Background: an optimization exercise with open tools, aiming at small area, a short achievable clock period and few clock cycles. Do not read the settings as production practice. Where RTL was checked, it was by simulation tests only, not by an equivalence proof against the original. The clock port is modelled as an ideal driver, which makes a skipped or thinned clock tree look cheaper than it is; a real chip needs a root buffer or a tree. Power and IR drop assume default switching activity.

==> flow/design.v <==
`timescale 1ns / 1ps
module bridge(
input clk,arvalid,res_n,
input [1:0]arburst,
input [3:0]arlen,
input [4:0]araddr,
output arready,
output reg [15:0]rdata,
output rresp,rlast,
input rready,
output rvalid,
output reg [2:0]PADDR,
input [15:0]PRDATA,
output PWRITE,PENABLE,PSEL1,PSEL2,PSEL3,PSEL4,
input PREADY
    );
    reg        empty;        
    reg [1:0]  sel;
    reg [2:0]  addr;         
    reg        incr;
    reg [3:0]  cnt;          
    reg        setup;        
    reg        enable;       
    reg [3:0]  psel;
    reg        tlast;        
    reg        valid;
    reg        rlast_q;
    reg        skid;
    reg [15:0] sdata;
    reg        slast;
    wire done   = enable & PREADY;              
    wire accept = arvalid & empty;
    wire idle   = ~setup & ~enable;
    wire issue  = ~empty & ((idle & (~skid | rready)) |
                            (done & (~valid | (~skid & rready))));
    always @(posedge clk, negedge res_n)
      if (!res_n) begin
        empty  <= 1'b1;
        setup  <= 1'b0;
        enable <= 1'b0;
        psel   <= 4'd0;
        valid  <= 1'b0;
        skid   <= 1'b0;
      end else begin
        if (accept)
          empty <= 1'b0;
        else if (issue && cnt == 4'd0)
          empty <= 1'b1;
        setup  <= issue;
        enable <= setup | (enable & ~PREADY);
        if (issue)
          psel <= 4'd1 << sel;
        else if (done)
          psel <= 4'd0;
        valid <= skid | done | (valid & ~rready);
        skid  <= (skid | (done & valid)) & ~rready;
      end
    always @(posedge clk) begin
      if (accept) begin
        sel  <= araddr[4:3];
        addr <= araddr[2:0];
        incr <= (arburst == 2'b01);
        cnt  <= arlen;
      end else if (setup) begin
        if (incr)
          addr <= addr + 3'd1;
        cnt <= cnt - 4'd1;
      end
      if (~setup & ~(enable & ~PREADY)) begin
        PADDR <= addr;
        tlast <= (cnt == 4'd0);
      end
      if (~valid | rready) begin
        rdata   <= skid ? sdata : PRDATA;
        rlast_q <= skid ? slast : tlast;
      end
      if (~skid) begin
        sdata <= PRDATA;
        slast <= tlast;
      end
    end
    assign arready = empty;
    assign PSEL1 = psel[0];
    assign PSEL2 = psel[1];
    assign PSEL3 = psel[2];
    assign PSEL4 = psel[3];
    assign PENABLE = enable;
    assign PWRITE = 1'b0;
    assign rvalid = valid;
    assign rresp = valid;
    assign rlast = rlast_q;
endmodule
Settings: LEC_CHECK=0, CAP_MARGIN=20, CORE_MARGIN=2, CORE_UTILIZATION=40, PLACE_DENSITY=0.6, SETUP_SLACK_MARGIN=3.2, SLEW_MARGIN=20; clock period 5.0 ns.
standard.sh (not shown) runs the stock make flow with config.mk's settings and CLKGATE_MAP_FILE= SYNTH_SCRIPT=/design/flow/synth_recipe.tcl, a recipe that flattens the netlist after the stock synthesis.
==> flow/flow/run.sh <==
#!/bin/bash
set -euo pipefail
export BUFFER_PORTS_ARGS="-buffer_cell sky130_fd_sc_hd__buf_1"
export PRE_CTS_TCL="$PWD/flow/manclk.tcl"
bash standard.sh finish > flow_standard.log 2>&1
==> flow/flow/manclk.tcl <==
# Clock distribution in place of the CTS H-tree: the clock port drives
# nbuf clock buffers, each driving the register clock pins of one vertical
# slice of the core, placed at that slice's centroid.
proc man_clock {bufmaster nbuf} {
  set db [ord::get_db]
  set block [ord::get_db_block]
  set clknet [$block findNet clk]
  set master [$db findMaster $bufmaster]
  set sinks {}
  foreach it [$clknet getITerms] {
    set loc [[$it getInst] getLocation]
    lappend sinks [list [lindex $loc 0] [lindex $loc 1] $it]
  }
  set sinks [lsort -integer -index 0 $sinks]
  set n [llength $sinks]
  for {set b 0} {$b < $nbuf} {incr b} {
    set lo [expr {$b * $n / $nbuf}]
    set hi [expr {($b + 1) * $n / $nbuf - 1}]
    set inst [odb::dbInst_create $block $master clkbuf_root_$b]
    set net [odb::dbNet_create $block clknet_root_$b]
    $net setSigType CLOCK
    set sx 0; set sy 0; set k 0
    foreach s [lrange $sinks $lo $hi] {
      set it [lindex $s 2]
      set sx [expr {$sx + [lindex $s 0]}]; set sy [expr {$sy + [lindex $s 1]}]; incr k
      $it disconnect
      $it connect $net
    }
    [$inst findITerm A] connect $clknet
    [$inst findITerm X] connect $net
    $inst setLocation [expr {$sx / $k}] [expr {$sy / $k}]
    $inst setPlacementStatus PLACED
    puts "man_clock: $k sinks on clknet_root_$b"
  }
}

# Sourced by ORFS's cts.tcl just before its clock_tree_synthesis call:
# replace that call with the distribution above.
rename clock_tree_synthesis orfs_clock_tree_synthesis
proc clock_tree_synthesis {args} {
  man_clock sky130_fd_sc_hd__clkbuf_8 4
}
The starting point finished with timing, DRC and antenna clean.
Testbench counts at the start, summed over its fixed seeds: cycles 7,350.
Rerun with:
--- a/flow/design.v
+++ b/flow/design.v
@@ -12,11 +12,11 @@
 output reg [2:0]PADDR,
 input [15:0]PRDATA,
 output PWRITE,PENABLE,PSEL1,PSEL2,PSEL3,PSEL4,
 input PREADY
     );
-    reg        empty;        
+    reg        full;         
     reg [1:0]  sel;
     reg [2:0]  addr;         
     reg        incr;
     reg [3:0]  cnt;          
     reg        setup;        
@@ -27,38 +27,39 @@
     reg        rlast_q;
     reg        skid;
     reg [15:0] sdata;
     reg        slast;
     wire done   = enable & PREADY;              
+    wire empty  = ~full;
     wire accept = arvalid & empty;
     wire idle   = ~setup & ~enable;
-    wire issue  = ~empty & ((idle & (~skid | rready)) |
+    wire issue  = full & ((idle & (~skid | rready)) |
                             (done & (~valid | (~skid & rready))));
     always @(posedge clk, negedge res_n)
       if (!res_n) begin
-        empty  <= 1'b1;
+        full   <= 1'b0;
         setup  <= 1'b0;
         enable <= 1'b0;
         psel   <= 4'd0;
         valid  <= 1'b0;
         skid   <= 1'b0;
       end else begin
         if (accept)
-          empty <= 1'b0;
+          full <= 1'b1;
         else if (issue && cnt == 4'd0)
-          empty <= 1'b1;
+          full <= 1'b0;
         setup  <= issue;
         enable <= setup | (enable & ~PREADY);
         if (issue)
           psel <= 4'd1 << sel;
         else if (done)
           psel <= 4'd0;
         valid <= skid | done | (valid & ~rready);
         skid  <= (skid | (done & valid)) & ~rready;
       end
     always @(posedge clk) begin
-      if (accept) begin
+      if (empty) begin
         sel  <= araddr[4:3];
         addr <= araddr[2:0];
         incr <= (arburst == 2'b01);
         cnt  <= arlen;
       end else if (setup) begin
After rerunning: The new run ran to the end with no violations; final area fell by 0.88%; worst setup slack gets worse by 46 ps; die area hardly moves; global-route usage drops by 0.15 points; synthesized area stays flat; fmax fell by about 2.5%; power hardly moves; final cell count shrinks by about 0.7%; synthesized cell count drops by about 3.6%; wire length came out lower by about 3%; flip-flop and latch count does not change; combinational power fell by about 2%.
No functional check of the RTL was part of the second run of this note. No run of this note takes its clock network from TritonCTS; it comes from the design's own scripts or RTL.

separate check: timing with driven ports:
Ports are ideal in the flow. The routed layouts listed here were re-timed in OpenROAD.
Step 1: set_driving_cell puts a clkbuf_16 on clk and a buf_2 on each other input, an assumption about the parent block.
Step 2 also shifts input and output timing later by t, the mid clock arrival at the registers, as if the neighbouring blocks saw the same clock.
Three values: no drivers, after step 1, after step 2; two values: the first two.
run	shift t [ns]	setup slack, ns	clock arrival spread, ns	slew at the worst register clock pin (ns)	cell pins on the clock port's net
the first run	0.195	3.201 / 3.154 / 3.100	0.010 / 0.010	0.09 / 0.09	4
the second run	0.194	3.156 / 3.105 / 3.087	0.006 / 0.006	0.09 / 0.09	4
After both steps every run listed still meets setup and hold. The setup slack of the first run, which loses most, moves by -0.047 ns with the drivers and by -0.101 ns with both steps.
